Source: an optimization exercise on an open RTL-to-GDS flow (aim: small area, a short achievable clock period and few clock cycles per item). Production flows keep margins and buffers that such runs may drop.
In this exercise RTL edits were held to simulation tests only and were not proved equivalent to the original.

$ cat flow/config.mk
export PLATFORM = sky130hd
export DESIGN_NAME = hash
export DESIGN_NICKNAME = hash
export VERILOG_FILES = /design/flow/design.v
export SDC_FILE = /design/flow/constraint.sdc
export NUM_CORES = 4
export LEC_CHECK = 0
export CAP_MARGIN = 20
export CORE_MARGIN = 2
export CORE_UTILIZATION = 60
export CTS_BUF_LIST = sky130_fd_sc_hd__clkbuf_16
export CTS_CLUSTER_DIAMETER = 80
export CTS_CLUSTER_SIZE = 20
export SLEW_MARGIN = 20
export TNS_END_PERCENT = 5
$ cat flow/constraint.sdc
create_clock -name core_clock -period 11.0 [get_ports {clk}]
set_input_delay 2.2000 -clock core_clock [delete_from_list [all_inputs] [get_ports {clk}]]
set_output_delay 2.2000 -clock core_clock [all_outputs]
set_load 0.01 [all_outputs]
$ cat flow/design.v
`timescale 1ns / 1ps
module hash (
    input  logic         clk,
    input  logic         rst_n,
    input  logic         rx_valid,
    input  logic [7:0]   rx_data,
    output logic         hash_done,
    output logic [255:0] fin_hash
);
  localparam logic [31:0] IV0 = 32'h6a09e667, IV1 = 32'hbb67ae85,
                          IV2 = 32'h3c6ef372, IV3 = 32'ha54ff53a,
                          IV4 = 32'h510e527f, IV5 = 32'h9b05688c,
                          IV6 = 32'h1f83d9ab, IV7 = 32'h5be0cd19;
  logic       recv;       
  logic       gen;        
  logic [5:0] cnt;        
  logic [5:0] w;          
  logic       wf;         
  logic       done;
  logic       fresh;      
  logic in_byte, in_term, wr, term, put, newword, shift, start, last;
  assign in_byte = rx_valid && (rx_data != 8'h0d);
  assign in_term = rx_valid && (rx_data == 8'h0d);
  assign wr      = in_byte && !gen;           
  assign term    = in_term && recv;           
  assign start   = in_byte && !recv && !gen;  
  assign put     = wr || term;                
  assign newword = (cnt[1:0] == 2'd0);
  assign last    = (w == 6'd63);
  logic r63, r62;                             
  assign shift   = (put && newword) || (gen && !last);
  always_ff @(posedge clk or negedge rst_n)
    if (!rst_n) begin
      recv <= 1'b0;
      gen  <= 1'b0;
      cnt  <= '0;
      w    <= '0;
      wf   <= 1'b0;
      done <= 1'b0;
      r63  <= 1'b0;
      r62  <= 1'b0;
      fresh <= 1'b1;
    end else begin
      fresh <= 1'b0;
      done <= wf && last;
      r63  <= gen && (w == 6'd62);
      r62  <= gen && (w == 6'd61);
      wf   <= 1'b0;
      if (gen) begin
        if (!last) begin
          w  <= w + 6'd1;
          wf <= 1'b1;
        end else begin
          gen <= 1'b0;
          cnt <= '0;
        end
      end else if (term) begin
        recv <= 1'b0;
        gen  <= 1'b1;
        w    <= cnt[5:2];
        wf   <= 1'b1;
      end else if (wr) begin
        recv <= 1'b1;
        cnt  <= cnt + 6'd1;
        w    <= cnt[5:2];
        wf   <= (cnt[1:0] == 2'd3);
      end
    end
  logic [31:0] W [0:15];
  logic [31:0] sched, genword;
  logic [31:0] w1s, w1c, w2s, w2c;
  logic [7:0]  pbyte;
  assign {w1c, w1s} = csa(W[9], W[0], ssig0(W[1]));
  assign {w2c, w2s} = csa(w1s, w1c, ssig1(W[14]));
  assign sched   = w2s + w2c;
  assign genword = (w[5:4] != 2'b00 || w[3:0] == 4'd15) ? sched :
                   (w[3:0] == 4'd14) ? {23'd0, cnt, 3'd0} : 32'd0;
  assign pbyte   = term ? 8'h80 : rx_data;
  always_ff @(posedge clk) begin
    if (shift)
      for (int i = 0; i < 15; i++) W[i] <= W[i+1];
    if (gen) begin
      if (!last) W[15] <= genword;
    end else if (put) begin
      for (int j = 0; j < 4; j++) begin
        if (cnt[1:0] == 2'(j))
          W[15][31-8*j -: 8] <= pbyte;
        else if (newword)
          W[15][31-8*j -: 8] <= 8'd0;
      end
    end
  end
  logic [31:0] hk, hnext;
  assign hnext = wf ? g : h;
  always_ff @(posedge clk) hk <= hnext + ROM(gen ? w + 6'd1 : cnt[5:2]);
  logic [31:0] a, b, c, d, e, f, g, h;
  logic [31:0] s1, chv, s0, mj, an, en;
  logic [31:0] p2s, p2c, b1s, b1c, a2s, a2c, a3s, a3c;
  logic [31:0] e1s, e1c, e2s, e2c, e3s, e3c;
  assign s1  = bsig1(e);
  assign chv = ch(e, f, g);
  assign s0  = bsig0(a);
  assign mj  = maj(a, b, c);
  assign {p2c, p2s} = csa(hk, W[15], mj);
  assign {b1c, b1s} = csa(s1, chv, s0);
  assign {a2c, a2s} = csa(p2s, p2c, b1s);
  assign {a3c, a3s} = csa(a2s, a2c, b1c);
  assign an = a3s + a3c;
  assign {e1c, e1s} = csa(hk, W[15], d);
  assign {e2c, e2s} = csa(e1s, e1c, s1);
  assign {e3c, e3s} = csa(e2s, e2c, chv);
  assign en = e3s + e3c;
  always_ff @(posedge clk) begin
    if (done || fresh) begin
      a <= IV0; b <= IV1; c <= IV2; d <= IV3;
      e <= IV4; f <= IV5; g <= IV6; h <= IV7;
    end else if (wf) begin
      a <= an;
      b <= a + (r63 ? IV1 : 32'd0);
      c <= b + (r63 ? IV2 : 32'd0);
      d <= c + (r63 ? IV3 : r62 ? IV4 - IV0 : 32'd0);
      e <= en;
      f <= e + (r63 ? IV5 : 32'd0);
      g <= f + (r63 ? IV6 : 32'd0);
      h <= g + (r63 ? IV7 : 32'd0);
    end
  end
  assign hash_done = done;
  assign fin_hash  = {a, b, c, d, e, f, g, h};
  function automatic logic [63:0] csa(input logic [31:0] x, y, z);
    csa = {((x & y) | (x & z) | (y & z)) << 1, x ^ y ^ z};
  endfunction
  function automatic logic [31:0] rotr(input logic [31:0] x, input int n);
    rotr = (x >> n) | (x << (32 - n));
  endfunction
  function automatic logic [31:0] bsig0(input logic [31:0] x);
    bsig0 = rotr(x, 2) ^ rotr(x, 13) ^ rotr(x, 22);
  endfunction
  function automatic logic [31:0] bsig1(input logic [31:0] x);
    bsig1 = rotr(x, 6) ^ rotr(x, 11) ^ rotr(x, 25);
  endfunction
  function automatic logic [31:0] ssig0(input logic [31:0] x);
    ssig0 = rotr(x, 7) ^ rotr(x, 18) ^ (x >> 3);
  endfunction
  function automatic logic [31:0] ssig1(input logic [31:0] x);
    ssig1 = rotr(x, 17) ^ rotr(x, 19) ^ (x >> 10);
  endfunction
  function automatic logic [31:0] ch(input logic [31:0] x, y, z);
    ch = (x & y) ^ (~x & z);
  endfunction
  function automatic logic [31:0] maj(input logic [31:0] x, y, z);
    maj = (x & y) ^ (x & z) ^ (y & z);
  endfunction
  function automatic logic [31:0] ROM(input logic [5:0] idx);
    case (idx)
      6'd0: ROM = 32'h428a2f98;
      6'd1: ROM = 32'h71374491;
      6'd2: ROM = 32'hb5c0fbcf;
      6'd3: ROM = 32'he9b5dba5;
      6'd4: ROM = 32'h3956c25b;
      6'd5: ROM = 32'h59f111f1;
      6'd6: ROM = 32'h923f82a4;
      6'd7: ROM = 32'hab1c5ed5;
      6'd8: ROM = 32'hd807aa98;
      6'd9: ROM = 32'h12835b01;
      6'd10: ROM = 32'h243185be;
      6'd11: ROM = 32'h550c7dc3;
      6'd12: ROM = 32'h72be5d74;
      6'd13: ROM = 32'h80deb1fe;
      6'd14: ROM = 32'h9bdc06a7;
      6'd15: ROM = 32'hc19bf174;
      6'd16: ROM = 32'he49b69c1;
      6'd17: ROM = 32'hefbe4786;
      6'd18: ROM = 32'h0fc19dc6;
      6'd19: ROM = 32'h240ca1cc;
      6'd20: ROM = 32'h2de92c6f;
      6'd21: ROM = 32'h4a7484aa;
      6'd22: ROM = 32'h5cb0a9dc;
      6'd23: ROM = 32'h76f988da;
      6'd24: ROM = 32'h983e5152;
      6'd25: ROM = 32'ha831c66d;
      6'd26: ROM = 32'hb00327c8;
      6'd27: ROM = 32'hbf597fc7;
      6'd28: ROM = 32'hc6e00bf3;
      6'd29: ROM = 32'hd5a79147;
      6'd30: ROM = 32'h06ca6351;
      6'd31: ROM = 32'h14292967;
      6'd32: ROM = 32'h27b70a85;
      6'd33: ROM = 32'h2e1b2138;
      6'd34: ROM = 32'h4d2c6dfc;
      6'd35: ROM = 32'h53380d13;
      6'd36: ROM = 32'h650a7354;
      6'd37: ROM = 32'h766a0abb;
      6'd38: ROM = 32'h81c2c92e;
      6'd39: ROM = 32'h92722c85;
      6'd40: ROM = 32'ha2bfe8a1;
      6'd41: ROM = 32'ha81a664b;
      6'd42: ROM = 32'hc24b8b70;
      6'd43: ROM = 32'hc76c51a3;
      6'd44: ROM = 32'hd192e819;
      6'd45: ROM = 32'hd6990624;
      6'd46: ROM = 32'hf40e3585;
      6'd47: ROM = 32'h106aa070;
      6'd48: ROM = 32'h19a4c116;
      6'd49: ROM = 32'h1e376c08;
      6'd50: ROM = 32'h2748774c;
      6'd51: ROM = 32'h34b0bcb5;
      6'd52: ROM = 32'h391c0cb3;
      6'd53: ROM = 32'h4ed8aa4a;
      6'd54: ROM = 32'h5b9cca4f;
      6'd55: ROM = 32'h682e6ff3;
      6'd56: ROM = 32'h748f82ee;
      6'd57: ROM = 32'h78a5636f;
      6'd58: ROM = 32'h84c87814;
      6'd59: ROM = 32'h8cc70208;
      6'd60: ROM = 32'h90befffa;
      6'd61: ROM = 32'ha4506ceb;
      6'd62: ROM = 32'hbef9a3f7;
      6'd63: ROM = 32'hc67178f2 + 32'h6a09e667;  
      default: ROM = 32'h0;
    endcase
  endfunction
endmodule
$ cat flow/flow/run.sh
#!/bin/bash
# Standard ORFS layout, with setup repair aimed below the clock period and
# small port buffers.
set -euo pipefail
bash standard.sh SETUP_SLACK_MARGIN=6.0 'BUFFER_PORTS_ARGS=-buffer_cell sky130_fd_sc_hd__buf_1' finish > orfs_flow.log 2>&1
$ cat flow/standard.sh
#!/bin/bash
# synth_recipe.tcl (not shown) runs the flow's synth.tcl, then flattens the netlist and writes it again
# the make line also repeats each setting of config.mk as NAME=value (left out here)
make -C /OpenROAD-flow-scripts/flow DESIGN_CONFIG=/design/flow/config.mk WORK_HOME=/design/flow/orfs CLKGATE_MAP_FILE= SYNTH_SCRIPT=/design/flow/synth_recipe.tcl "${@:-finish}"
==> impl_metrics.yaml, run 1 <==
status:
  outcome: "complete, no violations"
layout:
  instances_no_fill: 6066
  layout.nets: 5495
  synthToLayoutAreaGrowth_pct: 10.63
  final_common_cell: "edfxtp_1"
  layout.cells.most_common_list: "512 x edfxtp_1, 369 x inv_1, 324 x nand2_1"
  drive_above_1_share_pct: 9.235
critical_path:
  required_ps: 11520
  crit_type: "reg -> reg"
  start_kind: "flop"
  crit_path_end_kind: "flop"
  critPathArrivalTime_ps: 5620
  cp_max_fo: 4
clocking:
  cts-hold-fix-buffers: 0
  clock_tree.buffer_depth: 3
  clk_pin_slew_worst_paths_ps: 80
  clock_latency_ps: 670
  clockRootBuffer: "clkbuf_16"
  cts_tree: "yes"
  cts_made_buffers: 51
  cts_htree_levels: 2
  clock_sinks: 819
logic_synthesis:
  ys.flop_type: "edfxtp_1"
  synthArstFlopShare_pct: 2.320
  synth.cell_area_um2: 50340
  synth_compound_area_share_pct: 14.05
  synth_mux_area_share_pct: 2.429
  netlist_top_cells_area: "edfxtp_1 31%, dfxtp_1 11%, fa_1 11%"
  synth_cell_types: 86
  yosysWarnings: 2
  avgSynthCellArea_um2: 10.62
  synth-edff-count: 512
  synthSimpleGateAreaFrac_pct: 9.376
  synth_cells: 4741
  synth-seq-cells: 819
  synth_top_family_by_area: "adder cells"
  synthAdderAreaFrac_pct: 18.07
  synth_top_area_share_pct: 30.54
  yosysSeqAreaShare_pct: 42.95
  syn-num-nets: 5287
  synth-xor-area-share_pct: 8.665
  synth_area_leader_cell: "edfxtp_1"
die:
  num_rows: 106
  die_area_um2: 86220
  die_x_um: 293.6
  die-height_um: 293.6
  ios: 268
  core_um2: 83420
  start_util_pct: 60.34
detailed_routing:
  wl_per_cell_um: 27.72
  drt_iter0_markers: 3660
  firstDrtPassIters: 6
  vias: 38260
  vias_per_cell: 6.308
  drcViolationCount: 0
  finalWirelength_um: 168100
  ant_nets: 0
timing:
  min_period_ps: 5099
  final-max-slew-violation-count: 0
  rsz0062_at_grt: "yes"
  finalCritPeriodShare_pct: 46.35
  slew-limit-headroom_pct: 23.41
  setup_tns_ps: 0
  worstMarginPinSlew_ps: 1145
  setup_viol_count_final: 0
  hold_violations: 0
  finClkSkew_ps: 41.90
  fmax_mhz: 196.1
grt:
  grt.total_usage_pct: 38.11
  grt_use_met1_pct: 50.03
  grt_pass1_wl_um: 240600
  grtUsageMet2_pct: 59.00
  use_met3_pct: 7.145
  grt_overflow: 0
  grt_max_degree: 223
  grt-busiest-layer: "met2"
  first_global_vias: 36350
  antenna_found_initial: 4
placement:
  gp_congestion: 0.9923
  io_buffers: 267
  place_hpwl_um: 125700
  dp.cells: 5895
worst_hold_path:
  min_path_type: "reg -> reg"
job:
  cap_viol_max_count: 0
## cell families after synthesis
| kind of cell | Yosys count |
|---|---|
| DFF | 819 |
| buffers and inverters | 596 |
| other | 1 |
| xor gates and xnor gates | 498 |
| AOI/OAI and AO/OA | 1109 |
| muxes | 119 |
| adders and majority gates | 565 |
| and+or+nand+nor | 1034 |
## area by class of cell
cell class / count / area [um^2]
clock inverter: 32 / 270.3
clock buffer: 53 / 1326
timing repair buffer: 387 / 2192
inverter: 363 / 1380
antenna: 5 / 12.51
fill: 6412 / 27730
multi-input combinational: 3327 / 27420
tap: 1080 / 1351
sequential: 819 / 21740
## metrics by stage
step	area [um^2]	utilization, %	hold slack (ps)	setup slack, ps
after detailed placement	52230	62.60	404.5	4436
after global routing	55680	66.74	416.0	5863
after global placement	52230	62.60	400.4	4426
after CTS	54500	65.33	417.2	5854
after floorplan	50360	-	400.3	4121
final	55690	66.75	404.6	5901
## layer usage
layer  vias to the layer above  routed length (um)
li1                      17140                   -
met1                     18700               65580
met2                      1970               74630
met3                       458               15220
met4                         0               12710
met5                         -                   0
## flip-flops by register name, summed over array words and instances (netlist names), 6 cells and up
name	flops
hk	32
b	32
c	32
d	32
h	32
cnt	6
e	32
W	512
a	32
f	32
g	32
w	6
## final timing paths
| kind | startpoint | to | slack (ps) | depth (start not counted) |
|---|---|---|---|---|
| min | W[12][0] | W[11][0] | 400 | 0 |
| max in group asynchronous | rst_n | fresh | 9200 | 2 |
| min reg2reg | W[12][0] | W[11][0] | 400 | 0 |
| max reg2reg | W[1][23] | W[15][30] | 5900 | 16 |
| min in group asynchronous | rst_n | cnt[1] | 1510 | 2 |
| max | W[1][23] | W[15][30] | 5900 | 16 |
## synth_stat cells, drive strengths merged (8+ instances only)
cell type / count
a211o: 19
a211oi: 64
a21boi: 11
a21o: 82
a21oi: 300
a221oi: 10
a311oi: 17
a31o: 12
a31oi: 66
a32o: 9
a41oi: 9
and2: 16
and3: 45
and4: 14
buf: 35
clkbuf: 198
dfrtp: 18
dfxtp: 288
edfxtp: 512
fa: 280
ha: 255
inv: 363
maj3: 30
mux2: 25
mux2i: 94
nand2: 331
nand2b: 35
nand3: 96
nand4: 21
nor2: 324
nor2b: 31
nor3: 60
nor3b: 12
o211ai: 47
o21a: 37
o21ai: 279
o21bai: 17
o221ai: 8
o22ai: 17
o311ai: 19
o31ai: 30
or2: 11
or3: 17
xnor2: 334
xor2: 164
## critical path, stage by stage (launching register included)
cell and delay [ps]:
edfxtp_1 570, xnor2_1 210, xnor2_1 300, fa_1 470, inv_1 100, fa_1 430, inv_1 80, ha_1 270
or4_4 550, o21ai_2 90, a21oi_2 90, a221oi_2 350, o21ai_1 200, o41a_1 380, a41o_1 270, or4b_1 480
nand3_1 100
## repair_timing
| item | in CTS | in global routing |
|---|---|---|
| cloned | 2 | 4 |
| setup endpoints to repair | 232 | 223 |
| gates resized for setup | 144 | 156 |
| pin swaps | 7 | 45 |
| setup buffers | 14 | 60 |
Testbench counts, summed over its fixed seeds: cycles 16,640, items 192.
==> run 2: changes to the inputs <==
--- a/flow/config.mk
+++ b/flow/config.mk
@@ -13,2 +13,3 @@
 export CTS_CLUSTER_SIZE = 20
+export PLACE_DENSITY = 0.72
 export SLEW_MARGIN = 20
==> run 2 against run 1 <==
Register-to-register slack better by 120 ps. Worst setup slack better by 120 ps. Sequential share of layout area up 0.19 points. Design area down 0.56%. Critical path type unchanged. Synthesized area unchanged. Die area unchanged. Highest routed layer unchanged. Global-route usage down 0.38 points.
==> impl_metrics.yaml, run 2 <==
timing:
  finalCritPeriodShare_pct: 45.25
  hold_violations: 0
  final-max-slew-violation-count: 0
  min_period_ps: 4977
  fmax_mhz: 200.9
  setup_tns_ps: 0
  layout_setup_ws_ps: 6023
  slew-limit-headroom_pct: 17.25
  setup_viol_count_final: 0
  finClkSkew_ps: 46.26
  rsz0062_at_grt: "yes"
  worstMarginPinSlew_ps: 1241
placement:
  gp_congestion: 1.018
  place_hpwl_um: 123000
  io_buffers: 267
  post-place-ws_ps: 4375
detailed_routing:
  vias_per_cell: 6.243
  wl_per_cell_um: 27.16
  finalWirelength_um: 164700
  vias: 37860
  drcViolationCount: 0
  ant_nets: 0
  firstDrtPassIters: 8
  drt_iter0_markers: 3496
clocking:
  clock_latency_ps: 670
  clk_pin_slew_worst_paths_ps: 90
  cts_made_buffers: 50
  cts_tree: "yes"
  clockRootBuffer: "clkbuf_16"
  clock_sinks: 819
  cts-hold-fix-buffers: 0
  clock_tree.buffer_depth: 3
  cts_htree_levels: 2
logic_synthesis:
  synth.cell_area_um2: 50340
  ys.flop_type: "edfxtp_1"
  synth_area_leader_cell: "edfxtp_1"
  yosysSeqAreaShare_pct: 42.95
  synth-seq-cells: 819
  synth_top_area_share_pct: 30.54
  synth_common_cells: "512 x edfxtp_1, 363 x inv_1, 334 x xnor2_1, 331 x nand2_1, 324 x nor2_1"
  synth_cells: 4741
  synth-edff-count: 512
  yosysMostFrequentCell: "edfxtp_1"
  avgSynthCellArea_um2: 10.62
  synthArstFlopShare_pct: 2.320
  yosysWarnings: 2
  syn-num-nets: 5287
  synth_cell_types: 86
  netlist_top_cells_area: "edfxtp_1 31%, dfxtp_1 11%, fa_1 11%"
grt:
  grt.total_usage_pct: 37.73
  first_global_vias: 36080
  antenna_found_initial: 3
  grt_pass1_wl_um: 238200
  grt_overflow: 0
  grt_max_degree: 183
critical_path:
  critPathArrivalTime_ps: 5540
  cp_top_family: "adder cells"
  cp_cell_sequence: "mux2i_2, fa_1, fa_1, inv_1, fa_1, ha_1, or2_2, a21oi_1, a21oi_1, a21o_1, o2111ai_4, a21oi_2, or3_1, a32o_1"
  start_kind: "flop"
  crit_path_end_kind: "flop"
  critPathMaxStageDelay_ps: 680
  slowest_stage: "dfxtp_1"
  path_buf_inv: 1
  required_ps: 11560
  cp_common_cell: "fa_1"
  crit_type: "reg -> reg"
  cp_max_fo: 7
layout:
  top_register: "W"
  synthToLayoutAreaGrowth_pct: 10.02
  layout.nets: 5487
  drive_above_1_share_pct: 8.174
  layout.cells.most_common_list: "512 x edfxtp_1, 385 x inv_1, 328 x nand2_1"
  final_common_cell: "edfxtp_1"
  largest_register_ffs: 512
worst_hold_path:
  min_path_type: "reg -> reg"
status:
  outcome: "complete, no violations"
die:
  ios: 268
  die_area_um2: 86220
  num_rows: 106
  core_um2: 83420
  die_x_um: 293.6
  die-height_um: 293.6
  start_util_pct: 60.34
job:
  cap_viol_max_count: 0
==> run 2: cell counts after synthesis <==
Identical to the previous run, type by type.
==> run 2: worst register-to-register path: cells and delay by family, from the launching register on <==
kind                     cells  cell delay (ps)
adder cells (fa/ha/maj)      4             1900
buffers and inverters        1               60
AO/OA/AOI/OAI                6             1060
AND/OR/NAND/NOR              2              680
flip-flops                   1              680
multiplexers                 1              500
==> run 2: path summary, 6_finish.rpt <==
check,start,endpoint,slack (ps),cells past startpoint
setup reg to reg,e[18],a[28],6020,14
max in group asynchronous,rst_n,gen,9110,1
hold / removal,W[7][3],W[6][3],410,0
setup / recovery,e[18],a[28],6020,14
hold reg to reg,W[7][3],W[6][3],410,0
min in group asynchronous,rst_n,w[5],1510,1
==> run 2: what timing repair did <==
action,in CTS,in global routing
pin swaps,6,24
cloned,6,2
resized for setup,140,83
endpoints found under the setup margin,53,44
buffers inserted,19,57
==> run 2: area by class of cell <==
type,count,area [um^2]
Sequential cell,819,21720
Multi-Input combinational cell,3328,27230
Clock inverter,40,300.3
Antenna cell,5,12.51
Tap cell,1080,1351
Fill cell,6553,28040
Inverter,363,1376
Timing Repair Buffer,379,2130
Clock buffer,50,1251
==> run 2: per-layer routing <==
layer	vias to the layer above	part of all wire, %	routed length (um)	global-route usage, %
met1	18490	40	65310	49.70
met4	0	6.7	11080	21.19
met2	1837	45	73820	58.46
met3	429	8.8	14500	7.825
met5	-	0	0	0
li1	17100	-	-	-
==> run 2: stage by stage <==
stage	instances	instance area (um^2)	utilization [%]	hold WS (ps)
global route	6061	55370	66.37	420.0
finish	6064	55380	66.38	408.1
CTS	6000	54500	65.33	412.7
global placement	5885	52190	62.56	400.0
detailed placement	5885	52190	62.56	404.5
floorplan	4741	50360	-	400.3
==> run 2: cells by family after synthesis <==
group	Yosys count	synth area share (%)
AOI/OAI and AO/OA	1109	14.05
DFF	819	42.95
and+or+nand+nor	1034	9.376
adders and majority gates	565	18.07
xor gates and xnor gates	498	8.665
muxes	119	2.429
other	1	0.007450
buffers and inverters	596	4.459
==> run 3: changes to the inputs <==
==> flow/flow/run.sh (replaced) <==
#!/bin/bash
# Standard ORFS layout, with setup repair aimed below the clock period and
# small port buffers.
set -euo pipefail
bash standard.sh SETUP_SLACK_MARGIN=6.5 'BUFFER_PORTS_ARGS=-buffer_cell sky130_fd_sc_hd__buf_1' finish > orfs_flow.log 2>&1
==> flow/config.mk (replaced) <==
export PLATFORM = sky130hd
export DESIGN_NAME = hash
export DESIGN_NICKNAME = hash
export VERILOG_FILES = /design/flow/design.v
export SDC_FILE = /design/flow/constraint.sdc
export NUM_CORES = 4
export LEC_CHECK = 0
export CAP_MARGIN = 20
export CORE_MARGIN = 2
export CORE_UTILIZATION = 55
export CTS_BUF_LIST = sky130_fd_sc_hd__clkbuf_8
export SLEW_MARGIN = 20
==> run 3 against run 2 <==
Critical path depth is 1 higher. Final cell count grew 7.5%. Utilization up 0.90 points. Critical path type unchanged.
==> impl_metrics.yaml, run 3 <==
grt:
  grt_max_degree: 178
  grt_pass1_wl_um: 254400
  antenna_found_initial: 8
  grt_overflow: 0
  grt.total_usage_pct: 37.24
  first_global_vias: 37940
detailed_routing:
  vias: 40040
  vias_per_cell: 6.142
  drt_iter0_markers: 4481
  wl_per_cell_um: 27.44
  firstDrtPassIters: 6
  drcViolationCount: 0
  ant_nets: 0
  finalWirelength_um: 178900
timing:
  worstMarginPinSlew_ps: 1158
  final-max-slew-violation-count: 0
  finalCritPeriodShare_pct: 44.39
  setup_tns_ps: 0
  min_period_ps: 4882
  fmax_mhz: 204.8
  layout_setup_ws_ps: 6118
  hold_violations: 0
  setup_viol_count_final: 0
  rsz0062_at_grt: "yes"
  slew-limit-headroom_pct: 22.79
  hold_ws_ps: 401.6
  finClkSkew_ps: 46.76
die:
  die_area_um2: 93950
  ios: 268
  die-height_um: 306.5
  num_rows: 110
  start_util_pct: 55.67
  core_um2: 90420
  die_x_um: 306.5
layout:
  final_common_cell: "edfxtp_1"
  synthToLayoutAreaGrowth_pct: 20.87
  drive_above_1_share_pct: 19.18
  largest_register_ffs: 512
  layout.nets: 5774
  fillers: 6967
  top_register: "W"
  layout.cells.most_common_list: "512 x edfxtp_1, 390 x inv_1, 315 x nand2_1"
critical_path:
  cp_max_fo: 7
  start_kind: "flop"
  crit_type: "reg -> reg"
  required_ps: 11680
  ff2ff_setup_slack_ps: 6120
  crit_path_end_kind: "flop"
  critPathArrivalTime_ps: 5560
placement:
  place_hpwl_um: 127600
  io_buffers: 267
  gp_congestion: 1.025
  post-place-ws_ps: 5071
clocking:
  cts_made_buffers: 141
  cts_htree_levels: 4
  clock_tree.buffer_depth: 3
  clockRootBuffer: "clkbuf_8"
  clk_pin_slew_worst_paths_ps: 60
  cts_tree: "yes"
  clock_sinks: 819
  clock_latency_ps: 840
  cts-hold-fix-buffers: 0
job:
  cap_viol_max_count: 0
logic_synthesis:
  synth_cell_types: 86
  synth_cells: 4741
  synthArstFlopShare_pct: 2.320
  synth.cell_area_um2: 50340
  avgSynthCellArea_um2: 10.62
  synth-seq-cells: 819
  syn-num-nets: 5287
  ys.flop_type: "edfxtp_1"
  yosysWarnings: 2
  synth-edff-count: 512
  synth_area_leader_cell: "edfxtp_1"
  synth_top_area_share_pct: 30.54
  netlist_top_cells_area: "edfxtp_1 31%, dfxtp_1 11%, fa_1 11%"
  yosysSeqAreaShare_pct: 42.95
  synth_common_cells: "512 x edfxtp_1, 363 x inv_1, 334 x xnor2_1, 331 x nand2_1, 324 x nor2_1"
  yosysMostFrequentCell: "edfxtp_1"
status:
  outcome: "complete, no violations"
worst_hold_path:
  min_path_type: "reg -> reg"
run 3: cell counts after synthesis:
No cell type changed its count.
run 3: area by class of cell:
| cell class | count | area, um^2 | share of cell area [%] |
|---|---|---|---|
| Timing Repair inverter | 1 | 8.758 | 0.01440 |
| Tap cell | 1176 | 1471 | 2.419 |
| Antenna cell | 8 | 20.02 | 0.03290 |
| Timing Repair Buffer | 570 | 3929 | 6.458 |
| Clock buffer | 156 | 2147 | 3.529 |
| Inverter | 363 | 1389 | 2.283 |
| Multi-Input combinational cell | 3332 | 29420 | 48.36 |
| Sequential cell | 819 | 21840 | 35.90 |
| Clock inverter | 94 | 614.3 | 1.010 |
run 3: critical path: stages, from the launching register on:
cell	delay [ps]
edfxtp_1	510
buf_4	210
xnor2_1	230
xnor2_1	190
fa_1	480
fa_1	450
ha_1	430
a21o_1	270
a21o_1	190
a21o_1	200
a21oi_1	220
o21ai_2	110
o41a_1	380
a41o_1	230
or4b_1	530
nand3_1	100
run 3: logic make-up after synthesis:
group	after synthesis	share of synthesized area (%)
AO/OA/AOI/OAI	1109	14.05
XOR/XNOR	498	8.665
adder cells (fa/ha/maj)	565	18.07
buffers and inverters	596	4.459
flip-flops	819	42.95
multiplexers	119	2.429
other	1	0.007450
AND/OR/NAND/NOR	1034	9.376
run 3: what timing repair did:
item	4_1_cts	5_1_grt
setup buffers	157	101
pin swaps	124	166
cloned	14	2
setup endpoints to repair	343	134
resized for setup	451	266
run 3: metal layers:
layer  track usage [%]  up-vias  part of all wire, %
met1             48.59    19640                   39
met3             8.477      548                  9.0
met2             57.05     2076                   45
li1                  -    17770                    -
met5                 0        -                    0
met4             22.07        0                  7.1
run 3: worst paths after layout:
kind | endpoint | cells after the start | from
setup / recovery | W[15][30] | 15 | W[1][7]
max in group asynchronous | wf | 1 | rst_n
min in group asynchronous | cnt[3] | 1 | rst_n
setup reg to reg | W[15][30] | 15 | W[1][7]
hold / removal | W[11][16] | 0 | W[12][16]
hold reg to reg | W[11][16] | 0 | W[12][16]
run 3: per-stage QoR:
step           utilization, %  std cells  cell area (um^2)
6_report                67.28       6519             60840
4_1_cts                 64.93       6408             58710
5_1_grt                 67.27       6515             60830
3_3_place_gp            57.99       5987             52440
3_5_place_dp            57.99       5987             52440
2_1_floorplan               -       4741             50560
==> run 4: changes to the inputs <==
--- a/flow/design.v
+++ b/flow/design.v
@@ -30,2 +30,4 @@
   logic r63, r62;                             
+  assign r63     = wf && last;
+  assign r62     = wf && (w == 6'd62);
   assign shift   = (put && newword) || (gen && !last);
@@ -39,4 +41,2 @@
       done <= 1'b0;
-      r63  <= 1'b0;
-      r62  <= 1'b0;
       fresh <= 1'b1;
@@ -45,4 +45,2 @@
       done <= wf && last;
-      r63  <= gen && (w == 6'd62);
-      r62  <= gen && (w == 6'd61);
       wf   <= 1'b0;
@@ -92,8 +90,7 @@
   end
-  logic [31:0] hk, hnext;
-  assign hnext = wf ? g : h;
-  always_ff @(posedge clk) hk <= hnext + ROM(gen ? w + 6'd1 : cnt[5:2]);
+  logic [31:0] k;
+  always_ff @(posedge clk) k <= ROM(gen ? w + 6'd1 : cnt[5:2]);
   logic [31:0] a, b, c, d, e, f, g, h;
   logic [31:0] s1, chv, s0, mj, an, en;
-  logic [31:0] p2s, p2c, b1s, b1c, a2s, a2c, a3s, a3c;
+  logic [31:0] p1s, p1c, p2s, p2c, b1s, b1c, a2s, a2c, a3s, a3c;
   logic [31:0] e1s, e1c, e2s, e2c, e3s, e3c;
@@ -103,3 +100,4 @@
   assign mj  = maj(a, b, c);
-  assign {p2c, p2s} = csa(hk, W[15], mj);
+  assign {p1c, p1s} = csa(h, k, W[15]);
+  assign {p2c, p2s} = csa(p1s, p1c, mj);
   assign {b1c, b1s} = csa(s1, chv, s0);
@@ -108,3 +106,3 @@
   assign an = a3s + a3c;
-  assign {e1c, e1s} = csa(hk, W[15], d);
+  assign {e1c, e1s} = csa(p1s, p1c, d);
   assign {e2c, e2s} = csa(e1s, e1c, s1);
==> flow/flow/run.sh (replaced) <==
#!/bin/bash
# Standard ORFS layout, with setup repair aimed below the clock period and
# small port buffers.
set -euo pipefail
bash standard.sh SETUP_SLACK_MARGIN=6.0 'BUFFER_PORTS_ARGS=-buffer_cell sky130_fd_sc_hd__buf_1' finish > orfs_flow.log 2>&1
--- a/flow/config.mk
+++ b/flow/config.mk
@@ -9,4 +9,7 @@
 export CORE_MARGIN = 2
-export CORE_UTILIZATION = 55
-export CTS_BUF_LIST = sky130_fd_sc_hd__clkbuf_8
+export CORE_UTILIZATION = 60
+export CTS_BUF_LIST = sky130_fd_sc_hd__clkbuf_8 sky130_fd_sc_hd__clkbuf_16
+export CTS_CLUSTER_DIAMETER = 70
+export CTS_CLUSTER_SIZE = 16
 export SLEW_MARGIN = 20
+export TNS_END_PERCENT = 5
==> run 4 against run 3 <==
Still clean on timing, DRC and antenna. Via count fell by 8.9%. Wire length fell by 10%. Maximum frequency fell by 4.8%. Global-route usage rose by 0.84 points. Largest cell class unchanged.
==> impl_metrics.yaml, run 4 <==
timing:
  fmax_mhz: 194.9
  setup_tns_ps: 0
  finalCritPeriodShare_pct: 46.64
  worstMarginPinSlew_ps: 1130
  final-max-slew-violation-count: 0
  rsz0062_at_grt: "yes"
  slew-limit-headroom_pct: 24.67
  finClkSkew_ps: 46.79
  hold_violations: 0
  setup_viol_count_final: 0
  min_period_ps: 5131
status:
  outcome: "complete, no violations"
logic_synthesis:
  synth_cells: 4545
  synth_area_leader_cell: "edfxtp_1"
  synth-edff-count: 512
  netlist_top_cells_area: "edfxtp_1 31%, dfxtp_1 12%, fa_1 12%"
  syn-num-nets: 5067
  synthArstFlopShare_pct: 2.081
  ys.flop_type: "edfxtp_1"
  synth_common_cells: "512 x edfxtp_1, 345 x inv_1, 344 x nor2_1, 330 x o21ai_0, 330 x xnor2_1"
  synth_cell_types: 95
  yosysWarnings: 2
  synth.cell_area_um2: 48970
  yosysSeqAreaShare_pct: 44.04
  avgSynthCellArea_um2: 10.77
  synth-seq-cells: 817
  yosysMostFrequentCell: "edfxtp_1"
  synth_top_area_share_pct: 31.40
die:
  die_area_um2: 83920
  die_x_um: 289.7
  start_util_pct: 60.70
  die-height_um: 289.7
  ios: 268
  core_um2: 80680
  num_rows: 104
critical_path:
  slowest_stage: "fa_2"
  crit_type: "reg -> reg"
  cp_cell_sequence: "inv_2, fa_2, xor2_2, xnor2_1, fa_1, fa_1, inv_1, ha_1, a211o_1, or3_4, a41o_4, a21o_1, a21o_1, a21o_1, a21oi_1, xor2_1, o21ai_0"
  critPathMaxStageDelay_ps: 670
  cp_common_cell: "a21o_1"
  cp_top_family: "adder cells"
  required_ps: 11480
  cp_max_fo: 4
  critPathArrivalTime_ps: 5610
  start_kind: "flop"
  crit_path_end_kind: "flop"
  ff2ff_setup_slack_ps: 5870
  path_buf_inv: 2
placement:
  dp.cells: 5695
  place_hpwl_um: 119500
  io_buffers: 267
  gp_congestion: 1.003
clocking:
  cts_made_buffers: 69
  clock_sinks: 817
  cts_htree_levels: 3
  clock_latency_ps: 650
  clk_pin_slew_worst_paths_ps: 80
  cts_tree: "yes"
  clockRootBuffer: "clkbuf_16"
  clock_tree.buffer_depth: 3
grt:
  grt_max_degree: 163
  first_global_vias: 34900
  grt_overflow: 0
  grt.total_usage_pct: 38.08
  grt_pass1_wl_um: 232600
  antenna_found_initial: 4
layout:
  instances_no_fill: 5853
  layout.nets: 5260
  fillers: 6228
  top_register: "W"
  layout.cells.most_common_list: "512 x edfxtp_1, 365 x inv_1, 339 x nor2_1"
  multi_input_area_um2: 25950
  drive_above_1_share_pct: 7.805
  regArea_um2: 21660
  final_common_cell: "edfxtp_1"
  largest_register_ffs: 512
  synthToLayoutAreaGrowth_pct: 10.36
detailed_routing:
  drcViolationCount: 0
  vias_per_cell: 6.234
  wl_per_cell_um: 27.38
  ant_nets: 0
  drt_iter0_markers: 4058
  vias: 36490
  finalWirelength_um: 160200
  firstDrtPassIters: 6
worst_hold_path:
  min_path_type: "reg -> reg"
job:
  cap_viol_max_count: 0
[run 4: changes by cell type in the layout (fill, tap and decap cells not counted), moves of 32 or more]
cell | previous run | this run
clkbuf_16 | 1 | 70
buf_6 | 39 | 2
o21ai_0 | 221 | 320
nor2_1 | 299 | 339
xor2_1 | 131 | 175
clkbuf_8 | 156 | 1
dfxtp_4 | 48 | 8
ha_4 | 34 | 2
buf_4 | 230 | 62
[run 4: cell families (layout without fill, tap and decap cells)]
kind of cell / count (synthesis) / count (layout) / share of synthesized area, %
AOI/OAI and AO/OA: 1010 / 1010 / 13.06
xor gates and xnor gates: 520 / 520 / 9.300
buffers and inverters: 563 / 810 / 4.374
DFF: 817 / 817 / 44.04
and+or+nand+nor: 996 / 996 / 9.139
other: 1 / 2 / 0.007658
muxes: 96 / 96 / 2.029
adders and majority gates: 542 / 542 / 18.04
[run 4: path summary, 6_finish.rpt]
| path | startpoint | endpoint | cells past startpoint |
|---|---|---|---|
| worst max-delay path | W[15][8] | e[15] | 17 |
| worst min-delay path | W[10][24] | W[9][24] | 0 |
| worst max register to register | W[15][8] | e[15] | 17 |
| worst min register to register | W[10][24] | W[9][24] | 0 |
| max in group asynchronous | rst_n | wf | 1 |
| min in group asynchronous | rst_n | w[4] | 1 |
[run 4: metrics by stage]
| stage | util (%) | cell area [um^2] | setup WS (ps) | hold slack [ps] |
|---|---|---|---|---|
| final | 66.99 | 54040 | 5869 | 410.8 |
| after global routing | 66.98 | 54040 | 5724 | 422.3 |
| after CTS | 66.53 | 53680 | 5895 | 412.7 |
| after detailed placement | 63.11 | 50920 | 5242 | 404.5 |
| after global placement | 63.11 | 50920 | 5387 | 400.1 |
| after floorplan | - | 49020 | 5579 | 400.3 |
[run 4: layout make-up]
| class | count | area share (%) |
|---|---|---|
| Multi-Input combinational cell | 3165 | 48.01 |
| Timing Repair Buffer | 336 | 2.924 |
| Clock inverter | 54 | 0.8265 |
| Sequential cell | 817 | 40.07 |
| Clock buffer | 71 | 3.267 |
| Inverter | 349 | 2.438 |
| Tap cell | 1060 | 2.454 |
| Antenna cell | 1 | 0.004630 |
[run 4: repair_timing]
action                                  4_1_cts  5_1_grt
pin swaps                                    35       40
gates resized for setup                     111       72
setup buffers                                22        9
hold buffers                                  0        0
endpoints found under the setup margin       38      143
[run 4: per-layer routing]
layer / wire length [um] / GRT usage (%) / part of all wire, %
met4: 10970 / 22.31 / 6.8
met1: 62340 / 50.73 / 39
met5: 13 / 0 / 0.0081
met3: 14650 / 6.641 / 9.1
met2: 72260 / 58.89 / 45
[run 4: worst reg2reg max path, delay by kind of cell (launching register included)]
kind | cells | cell delay (ps)
xor+xnor | 3 | 560
fa+ha+maj | 4 | 1960
buf+inv | 2 | 130
flops | 1 | 430
compound gates | 7 | 1480
simple gates | 1 | 390
Testbench counts of run 4, summed over its fixed seeds: cycles 16,640, items 192.

-- what the ideal ports hide --
The results above use ideal ports. As a check the final layouts listed here were re-extracted and re-timed, cells and wires unchanged.
Step 1, drivers: a clkbuf_16 drives clk and a buf_2 each remaining input, both assumed.
Step 2 adds t to the input delays and takes it off the output delays; t is the mean of the earliest and latest rising clock arrival at the registers after step 1. Input paths then give back, and output paths get back, about the clock's delay inside the block.
Three values: ideal ports, drivers, drivers and shift; two values: the first two.
| run | shift t [ns] | setup slack, ns | worst setup path at the end | worst register clock-pin slew, ns | worst slew at a driven data input, ns |
|---|---|---|---|---|---|
| run 1 | 0.726 | 5.901 / 5.901 / 5.563 | input to register | 0.09 / 0.09 | 0.10 |
| run 2 | 0.720 | 6.023 / 6.023 / 5.673 | input to register | 0.10 / 0.10 | 0.10 |
| run 3 | 0.892 | 6.118 / 6.118 / 5.710 | input to register | 0.07 / 0.07 | 0.09 |
| run 4 | 0.703 | 5.869 / 5.869 / 5.468 | input to register | 0.08 / 0.08 | 0.07 |
After both steps every run listed still meets setup and hold. For run 3, which loses most, drivers alone change the setup slack by 0.000 ns; drivers and shift together by -0.408 ns.
